Context: an optimization exercise on an open-source flow, tuned for small area and a short achievable clock period. The choices shown serve that exercise and are no tape-out recipe.
In this exercise RTL edits were held to simulation tests only and were not proved equivalent to the original.
Power and IR drop assume default switching activity.

==> design.v <==
`timescale 1ns / 1ps
module top(clk, reset, imem_addr, imem_data, dmem_addr, dmem_wdata, dmem_we, dmem_rdata, writed);
    input clk, reset;
    output [8:0] imem_addr;
    input [31:0] imem_data;
    output [31:0] dmem_addr, dmem_wdata;
    output dmem_we;
    input [31:0] dmem_rdata;
    output [31:0] writed;
    reg [6:0] pc;
    always @(posedge clk) begin
        if (reset) pc <= 7'd0;
        else pc <= pc + 7'd1;
    end
    assign imem_addr = {pc, 2'b00};
    wire [5:0] f_op = imem_data[31:26];
    wire [5:0] f_fn = imem_data[5:0];
    wire f_r   = (f_op == 6'b000000);
    wire f_add = f_r && (f_fn == 6'b100000);
    wire f_sub = f_r && (f_fn == 6'b100010);
    wire f_and = f_r && (f_fn == 6'b100100);
    wire f_or  = f_r && (f_fn == 6'b100101);
    wire f_xor = f_r && (f_fn == 6'b100110);
    wire f_slt = f_r && (f_fn == 6'b101010);
    wire f_lw  = (f_op == 6'b100011);
    wire f_sw  = (f_op == 6'b101011);
    wire f_alu = f_add | f_sub | f_and | f_or | f_xor | f_slt;
    wire [4:0] f_rn = f_alu ? imem_data[15:11] : imem_data[20:16];
    wire f_wen = (f_alu | f_lw) && (f_rn != 5'd0);
    reg [4:0] d_rs, d_rt, d_rn;
    reg [15:0] d_imm;
    reg d_wen, d_lw, d_sw, d_inv, d_arith, d_and, d_or, d_xor, d_slt;
    always @(posedge clk) begin
        if (reset) begin
            d_wen <= 1'b0;
            d_sw <= 1'b0;
        end
        else begin
            d_wen <= f_wen;
            d_sw <= f_sw;
        end
        d_lw <= f_lw;
        d_inv <= f_sub | f_slt;
        d_arith <= f_add | f_sub | f_lw | f_sw;
        d_and <= f_and;
        d_or <= f_or;
        d_xor <= f_xor;
        d_slt <= f_slt;
        d_rs <= imem_data[25:21];
        d_rt <= imem_data[20:16];
        d_rn <= f_rn;
        d_imm <= imem_data[15:0];
    end
    reg [31:0] rf [1:31];
    reg [4:0] m_rn;
    reg m_wen, m_lw;
    reg [31:0] m_r;
    wire [31:0] m_val = m_lw ? dmem_rdata : m_r;
    genvar gi;
    generate
        for (gi = 1; gi < 32; gi = gi + 1) begin : g_rf
            always @(posedge clk)
                if (m_wen && m_rn == gi) rf[gi] <= m_val;
        end
    endgenerate
    reg [31:0] qa, qb;
    integer i;
    always @(*) begin
        qa = 32'h0;
        qb = 32'h0;
        for (i = 1; i < 32; i = i + 1) begin
            qa = qa | ({32{d_rs == i}} & rf[i]);
            qb = qb | ({32{d_rt == i}} & rf[i]);
        end
    end
    reg [4:0] e_rn;
    reg e_wen, e_lw;
    wire [31:0] e_r;
    wire fa_e = e_wen && !e_lw && d_rs == e_rn;
    wire fa_m = m_wen && d_rs == m_rn;
    wire fb_e = e_wen && !e_lw && d_rt == e_rn;
    wire fb_m = m_wen && d_rt == m_rn;
    wire [31:0] va = fa_e ? e_r : fa_m ? m_val : qa;
    wire [31:0] vb = fb_e ? e_r : fb_m ? m_val : qb;
    wire [31:0] d_immx = {{16{d_imm[15]}}, d_imm};
    wire d_aluimm = d_lw | d_sw;
    reg [31:0] e_a, e_b, e_s;
    reg e_sw, e_cin, e_arith, e_and, e_or, e_xor, e_slt;
    always @(posedge clk) begin
        if (reset) begin
            e_wen <= 1'b0;
            e_sw <= 1'b0;
        end
        else begin
            e_wen <= d_wen;
            e_sw <= d_sw;
        end
        e_lw <= d_lw;
        e_rn <= d_rn;
        e_cin <= d_inv;
        e_arith <= d_arith;
        e_and <= d_and;
        e_or <= d_or;
        e_xor <= d_xor;
        e_slt <= d_slt;
        e_a <= va;
        e_b <= d_aluimm ? d_immx : (d_inv ? ~vb : vb);
        e_s <= vb;
    end
    wire [32:0] e_sum = {1'b0, e_a} + {1'b0, e_b} + {32'h0, e_cin};
    wire [31:0] e_bt = e_b;    
    assign e_r = ({32{e_arith}} & e_sum[31:0])
               | ({32{e_and}} & (e_a & e_bt))
               | ({32{e_or}} & (e_a | e_bt))
               | ({32{e_xor}} & (e_a ^ e_bt))
               | {31'h0, e_slt & ~e_sum[32]};
    reg [31:0] m_s;
    reg m_sw;
    always @(posedge clk) begin
        if (reset) begin
            m_wen <= 1'b0;
            m_sw <= 1'b0;
        end
        else begin
            m_wen <= e_wen;
            m_sw <= e_sw;
        end
        m_lw <= e_lw;
        m_rn <= e_rn;
        m_r <= e_r;
        m_s <= e_s;
    end
    assign dmem_addr = m_r;
    assign dmem_wdata = m_s;
    assign dmem_we = m_sw;
    reg [31:0] w_r;
    always @(posedge clk) w_r <= m_val;
    assign writed = w_r;
endmodule
==> run.sh <==
#!/bin/bash
# synth_recipe.tcl (not shown) runs the flow's synth.tcl, then flattens the netlist and writes it again
# the make line also repeats each setting of config.mk as NAME=value (left out here)
make -C /OpenROAD-flow-scripts/flow DESIGN_CONFIG=/design/flow/config.mk WORK_HOME=/design/flow/orfs CLKGATE_MAP_FILE= SYNTH_SCRIPT=/design/flow/synth_recipe.tcl finish
==> config.mk <==
export PLATFORM = sky130hd
export DESIGN_NAME = top
export DESIGN_NICKNAME = top
export VERILOG_FILES = /design/flow/design.v
export SDC_FILE = /design/flow/constraint.sdc
export NUM_CORES = 4
export LEC_CHECK = 0
export ABC_CLOCK_PERIOD_IN_PS = 2500
export CAP_MARGIN = 20
export CORE_MARGIN = 2
export CORE_UTILIZATION = 40
export PLACE_DENSITY = 0.6
export SETUP_SLACK_MARGIN = 2.5
export SLEW_MARGIN = 20
==> constraint.sdc <==
create_clock -name core_clock -period 5.5 [get_ports {clk}]
set_input_delay 1.1000 -clock core_clock [delete_from_list [all_inputs] [get_ports {clk}]]
set_output_delay 1.1000 -clock core_clock [all_outputs]
set_load 0.01 [all_outputs]
==> summary.txt, run 1 <==
Met1 Track Usage GR -> 45.4%
Hold_buf cts -> 0
Port Buffer Count -> 169
Number of max-cap violations -> 0
Drt first-iter violations -> 11700
Post-DRT Antenna Nets -> 0
Delay-heaviest family, CP -> simple AND/OR/NAND/NOR gates
Most frequent cell after synthesis -> edfxtp_1
Cells after Synth -> 4046
Clock latency on the worst-skew pair -> 0.80 ns
Chip Width -> 368 µm
Clk sinks -> 1253
P per Cell Area -> 338 mW/mm²
Initial antenna violation count -> 19
Vias in the first global route -> 43200
Post-synth top cells -> edfxtp_1, a22oi_1, dfxtp_1
Clk buf depth -> 3
Remaining Overflow, GRT -> 0
DIE AREA -> 0.136 mm²
DRC Markers -> 0
Layout cells sized above 1 -> 22.2%
Slew at the pin with the worst max-slew slack -> 1.15 ns
Register area share after synthesis -> 65.9%
GR peak layer -> met2
Layout area overhead -> 24.8%
Crit path largest cell delay -> 0.47 ns
Area occupied by multi-input gates -> 0.0185 mm²
Routed WL per cell -> 42.8 µm
Root Buffer Master -> clkbuf_16
Critical path required time -> 6.13 ns
Top post-synthesis cells by area -> edfxtp_1, dfxtp_1, a22oi_1, nand3_1, a221oi_1
FP Rows -> 133
CORE AREA -> 0.132 mm²
Unrepaired setup endpoints after global routing -> yes
Final Setup Violations -> 0
Avg Cell Area, Syn -> 13.1 µm²
Storage element area -> 0.0351 mm²
Nets -> 4632
Starting Density -> 40.3%
Post-synth top area share -> 56.1%
Top FF cell, synth -> edfxtp_1
Largest net degree at the start of global routing -> 52
Max_slew headroom -> 23.3%
H-tree Lvls -> 4
Final hold viol count -> 0
Maximum vdd drop -> 0.000225 V
Synthesized flop and latch total -> 1253
Synth unique cells -> 85
First-pass GRT wire length -> 359000 µm
Crit Path Max Fanout -> 14
1st-pass router iterations -> 13
Minimum clock period -> 3.30 ns
Via density -> 7.43
Drt total wl -> 273000 µm
Crit end category -> register
Final Max Tran Viols -> 0
Period Utilization, post-route -> 60.0%
Fillers -> 11200
Total GRT Usage -> 38.6%
CTS Buf Count -> 135
CP most frequent cell -> buf_4
Global-route met2 utilization -> 53.5%
TritonCTS clock tree -> done
Ys async rst share -> 0%
Clock Skew -> 0.0334 ns
HP Class -> register to register
Synthesized area -> 0.0531 mm²
Die H -> 368 µm
Number of I/O pins -> 172
Core Util, Final -> 50.4%
Synth warn -> 2
Setup TNS -> 0 ns
Clk slew on worst S/H paths -> 0.06 ns
Via count -> 47400
Yosys top cell by area -> edfxtp_1
CP Data Arrival Time -> 3.93 ns
Worst setup SP type -> register
Post-synth EDFFs -> 992
Max Clock Freq -> 0.303 GHz
CP Class -> register to register
Final WS setup -> 2.20 ns
Status -> complete, no violations
DP Wirelength -> 159000 µm
Pre-CTS WS -> 1.03 ns
Final weighted congestion in routability-driven placement -> 0.995
Slowest library cell on the worst path -> or3b_4
CP cell instances -> nor3b_4 -> buf_4 -> and2_1 -> buf_4 -> a2111oi_1 -> nand3_1 -> nor4_2 -> a21oi_2 -> or3b_4 -> xnor2_2 -> o21ai_1
Worst path bufs/invs -> 2
Leak -> 23.9 nW
GRT met3 Usage -> 20.6%
==> state kept, by name, summed over array words and instances, names as in the netlist, 5 cells and up <==
| signal | count |
|---|---|
| d_imm | 16 |
| d_rn | 5 |
| d_rs | 5 |
| d_rt | 5 |
| e_a | 32 |
| e_b | 32 |
| e_rn | 5 |
| e_s | 32 |
| m_r | 32 |
| m_rn | 5 |
| m_s | 32 |
| pc | 7 |
| rf | 992 |
| w_r | 32 |
==> power by group <==
group | total [mW] | switching (mW) | internal (mW)
Combinational | 2.58 | 1.65 | 0.935
Sequential | 10.6 | 0.153 | 10.5
Clock | 9.16 | 3.93 | 5.23
Total | 22.4 | 5.73 | 16.6
==> kinds of logic after synthesis <==
| family | synth area share (%) |
|---|---|
| AND/OR/NAND/NOR | 9.47 |
| other | 0.00706 |
| multiplexers | 1.35 |
| buffers and inverters | 3.21 |
| adder cells (fa/ha/maj) | 1.61 |
| flip-flops | 65.9 |
| XOR/XNOR | 0.923 |
| AO/OA/AOI/OAI | 17.5 |
==> worst register-to-register path, stage by stage, from the launching register on <==
cell,delay [ns]
dfxtp_4,0.41
nor3b_4,0.17
buf_4,0.21
and2_1,0.30
buf_4,0.30
a2111oi_1,0.45
nand3_1,0.16
nor4_2,0.31
a21oi_2,0.18
or3b_4,0.47
xnor2_2,0.13
o21ai_1,0.07
==> worst paths after layout <==
kind	from	to	slack [ns]	cells past startpoint
worst min-delay path	d_rn[0]$_DFF_P_	e_rn[0]$_DFF_P_	0.33	0
worst max register to register	d_rt[4]$_DFF_P_	e_b[30]$_DFF_P_	2.20	11
worst min register to register	d_rn[0]$_DFF_P_	e_rn[0]$_DFF_P_	0.33	0
worst max-delay path	d_rt[4]$_DFF_P_	e_b[30]$_DFF_P_	2.20	11
==> stage by stage <==
step	area [µm²]	instances	hold WS, ns	power, mW
after floorplan	53100	4047	0.310	11.9
after global placement	57800	5857	0.312	12.8
after detailed placement	57900	5859	0.312	12.8
after CTS	64500	6238	0.322	22.1
after global routing	66300	6364	0.327	22.8
final	66300	6379	0.326	22.4
==> cell usage in the layout, fill, tap and decap left out, types with 65 or more instances in the layout <==
cell type,n
o21ai_0,69
edfxtp_1,992
nand2_1,169
nand4_1,125
nand3_1,238
a22o_1,126
a22oi_1,543
buf_4,368
nor2_4,65
a222oi_1,66
and3_1,79
clkdlybuf4s50_1,169
inv_1,103
a221oi_1,124
clkbuf_16,143
dfxtp_1,236
nor2_1,113
==> cell type report <==
cell class	count	area share, %
clock inverter	65	0.849
antenna	16	0.0604
multi-input combinational	2391	27.8
tap	1755	3.31
clock buffer	181	5.76
timing repair buffer	612	8.67
inverter	106	0.608
sequential	1253	52.9
==> timing repair <==
action,in CTS,in global routing
endpoints found under the setup margin,136,345
gates resized for setup,252,137
gates cloned,5,3
pin swaps,76,80
buffers inserted,128,121
==> metal layers <==
metal  vias to the layer above  share of wire [%]
li1                      17300                  -
met4                        26                9.9
met2                      5714                 39
met3                      1781                 18
met5                         -               0.26
met1                     22600                 32
==> run 2, diff against run 1 <==
--- a/config.mk
+++ b/config.mk
@@ -7,3 +7,2 @@
 export LEC_CHECK = 0
-export ABC_CLOCK_PERIOD_IN_PS = 2500
 export CAP_MARGIN = 20
@@ -12,3 +11,2 @@
 export PLACE_DENSITY = 0.6
-export SETUP_SLACK_MARGIN = 2.5
 export SLEW_MARGIN = 20
==> summary.txt, run 2 <==
Biggest register -> rf
P per Cell Area -> 351 mW/mm² (+4.1%)
Max_slew headroom -> 3.09% (-20 points)
Worst setup SP type -> register
CP Data Arrival Time -> 5.77 ns (+1.84 ns)
Final hold viol count -> 0 (unchanged)
Minimum clock period -> 5.09 ns (+1.78 ns)
Drt first-iter violations -> 10700 (-8.1%)
Inst Count DP -> 5859 (unchanged)
Fin cells -> 6129 (-3.9%)
Routed WL per cell -> 42.7 µm (-0.24%)
Final Max Tran Viols -> 0 (unchanged)
Postcts setup bufs -> 0 (-100%)
DRC Markers -> 0 (unchanged)
Post-synth top area share -> 56.1% (unchanged)
Core Util, Final -> 47.4% (-3.0 points)
Crit Path Max Fanout -> 20 (+6)
Post_cts resized -> 0 (-100%)
DP Wirelength -> 159000 µm (unchanged)
Clk sinks -> 1253 (unchanged)
Post-synth top cells -> edfxtp_1, a22oi_1, dfxtp_1
Top FF cell, synth -> edfxtp_1
Total GRT Usage -> 37.3% (-1.3 points)
H-tree Lvls -> 4 (unchanged)
Status -> complete, no violations
CTS Buf Count -> 135 (unchanged)
Clk buf depth -> 3 (unchanged)
Dpl cell area -> 0.0579 mm² (unchanged)
Max Clock Freq -> 0.197 GHz (-35%)
Avg Cell Area, Syn -> 13.1 µm² (unchanged)
Slew at the pin with the worst max-slew slack -> 1.45 ns (+0.296 ns)
Root Buffer Master -> clkbuf_16
Crit end category -> register
Nets -> 4376 (-5.5%)
HP Class -> register to register
TritonCTS clock tree -> done
Layout area overhead -> 17.4%
Port Buffer Count -> 169 (unchanged)
FP Rows -> 133 (unchanged)
Yosys top cell by area -> edfxtp_1
Largest net degree at the start of global routing -> 52 (unchanged)
Commonest cells after routing, fill and taps aside -> edfxtp_1, a22oi_1, dfxtp_1
Critical path required time -> 6.18 ns (+0.05 ns)
Clk slew on worst S/H paths -> 0.07 ns (about the same)
Post-DRT Antenna Nets -> 0 (unchanged)
Synthesized flop and latch total -> 1253 (unchanged)
Max FFs per register -> 992 (unchanged)
Synthesized area -> 0.0531 mm² (unchanged)
Ys async rst share -> 0% (unchanged)
Cells after Synth -> 4046 (unchanged)
Most frequent cell after synthesis -> edfxtp_1
1st-pass router iterations -> 12 (-1)
Drt total wl -> 262000 µm (-4.1%)
Synth unique cells -> 85 (unchanged)
Via density -> 7.43 (about the same)
Via count -> 45600 (-3.9%)
Post-synth EDFFs -> 992 (unchanged)
Register area share after synthesis -> 65.9% (unchanged)
Die H -> 368 µm (unchanged)
Initial antenna violation count -> 22 (+3)
Synth warn -> 2 (unchanged)
Vias in the first global route -> 41800 (-3.1%)
Layout cells sized above 1 -> 13.0% (-9.3 points)
Commonest non-fill, non-tap cell in the layout -> edfxtp_1
Leak -> 22.1 nW (-7.7%)
First-pass GRT wire length -> 348000 µm (-3.1%)
Clock Skew -> 0.0379 ns (+0.00458 ns)
Setup TNS -> 0 ns (unchanged)
Hold_buf cts -> 0 (unchanged)
Number of max-cap violations -> 0 (unchanged)
CORE AREA -> 0.132 mm² (unchanged)
Power, Total -> 21.9 mW (-2.1%)
Clock latency on the worst-skew pair -> 0.80 ns (about the same)
CP Class -> register to register
Final weighted congestion in routability-driven placement -> 0.995 (unchanged)
Starting Density -> 40.3% (unchanged)
Chip Width -> 368 µm (unchanged)
Final Setup Violations -> 0 (unchanged)
Top post-synthesis cells by area -> edfxtp_1, dfxtp_1, a22oi_1, nand3_1, a221oi_1
Maximum vdd drop -> 0.000252 V (+12%)
Unrepaired setup endpoints after global routing -> no
Period Utilization, post-route -> 92.5% (+32 points)
DIE AREA -> 0.136 mm² (unchanged)
Post-route cell area -> 0.0623 mm² (-6.0%)
Remaining Overflow, GRT -> 0 (unchanged)
Number of I/O pins -> 172 (unchanged)
[run 2: logic make-up (layout without fill, tap and decap cells)]
group / count (synthesis) / after routing / share of synthesized area [%]
flops: 1253 / 1253 / 65.9
compound gates: 1207 / 1207 / 17.5
simple gates: 986 / 986 / 9.47
buf+inv: 410 / 715 / 3.21
fa+ha+maj: 67 / 67 / 1.61
mux: 66 / 66 / 1.35
xor+xnor: 56 / 56 / 0.923
other cells: 1 / 24 / 0.00706
[run 2: worst paths after layout]
check / startpoint / to / slack (ns) / cells past startpoint
worst max-delay path: d_rt[0]$_DFF_P_ / e_b[11]$_DFF_P_ / 0.41 / 10
worst min-delay path: d_rn[1]$_DFF_P_ / e_rn[1]$_DFF_P_ / 0.32 / 0
worst max register to register: d_rt[0]$_DFF_P_ / e_b[11]$_DFF_P_ / 0.41 / 10
worst min register to register: d_rn[1]$_DFF_P_ / e_rn[1]$_DFF_P_ / 0.32 / 0
[run 2: power breakdown]
| group | total [mW] | internal, mW | switching (mW) |
|---|---|---|---|
| Combinational | 2.13 | 0.694 | 1.44 |
| Clock | 9.15 | 5.23 | 3.92 |
| Sequential | 10.6 | 10.5 | 0.154 |
[run 2: critical path, cell delays in order, from the launching register on]
cell and delay (ns):
dfxtp_1 0.70, nor2b_4 0.79, and2_2 0.93, buf_4 0.44
a22oi_1 0.15, nand2_1 0.13, nor4_1 0.06, a31oi_1 1.05
mux2_2 0.37, xnor2_1 0.06, o21ai_0 0.24
[run 2: layout make-up]
class,instances,area (µm²)
multi-input cells,2384,17000
flip-flops and latches,1253,35000
repair buffers,363,3310
clock inverters,65,563
well taps,1755,2200
inverters,106,398
clock buffers,181,3820
diodes,22,55.1
fillers,11400,69300
[run 2: routing by layer]
metal / vias to the layer above / routed length [µm] / GRT usage [%]
li1: 16700 / - / -
met2: 5317 / 106000 / 52.6
met1: 22000 / 86600 / 44.9
met4: 22 / 22200 / 24.5
met3: 1522 / 46500 / 18.4
met5: - / 211 / 0.499
[run 2: per-stage QoR]
step,hold slack [ns],setup WS (ns)
2_1_floorplan,0.310,2.55
3_3_place_gp,0.312,1.14
3_5_place_dp,0.312,1.03
4_1_cts,0.322,1.02
5_1_grt,0.327,0.764
6_report,0.323,0.413

==> static timing again, ports no longer ideal <==
The results above use ideal ports. As a check the final layouts listed here were re-extracted and re-timed, cells and wires unchanged. Step 1 (the two cells are an assumption about what drives the block):
set clk [get_ports {clk}]
set_driving_cell -lib_cell sky130_fd_sc_hd__clkbuf_16 $clk
set_driving_cell -lib_cell sky130_fd_sc_hd__buf_2 [delete_from_list [all_inputs] $clk]
Step 2 moves the port delays by t, midway between the first and last clock arrival at a register: inputs arrive t later, outputs are due t later. That takes back most of the time a late clock gives input paths. Slacks: ideal / step 1 / step 2; pairs: ideal / step 1.
| run | shift t [ns] | setup WS [ns] | latest minus earliest clock arrival (ns) |
|---|---|---|---|
| run 1 | 0.857 | 2.198 / 2.198 / 1.856 | 0.034 / 0.034 |
| run 2 | 0.851 | 0.413 / 0.413 / 0.413 | 0.039 / 0.039 |
After both steps every run listed still meets setup and hold. For run 1, which loses most, drivers alone change the setup slack by 0.000 ns; drivers and shift together by -0.342 ns.
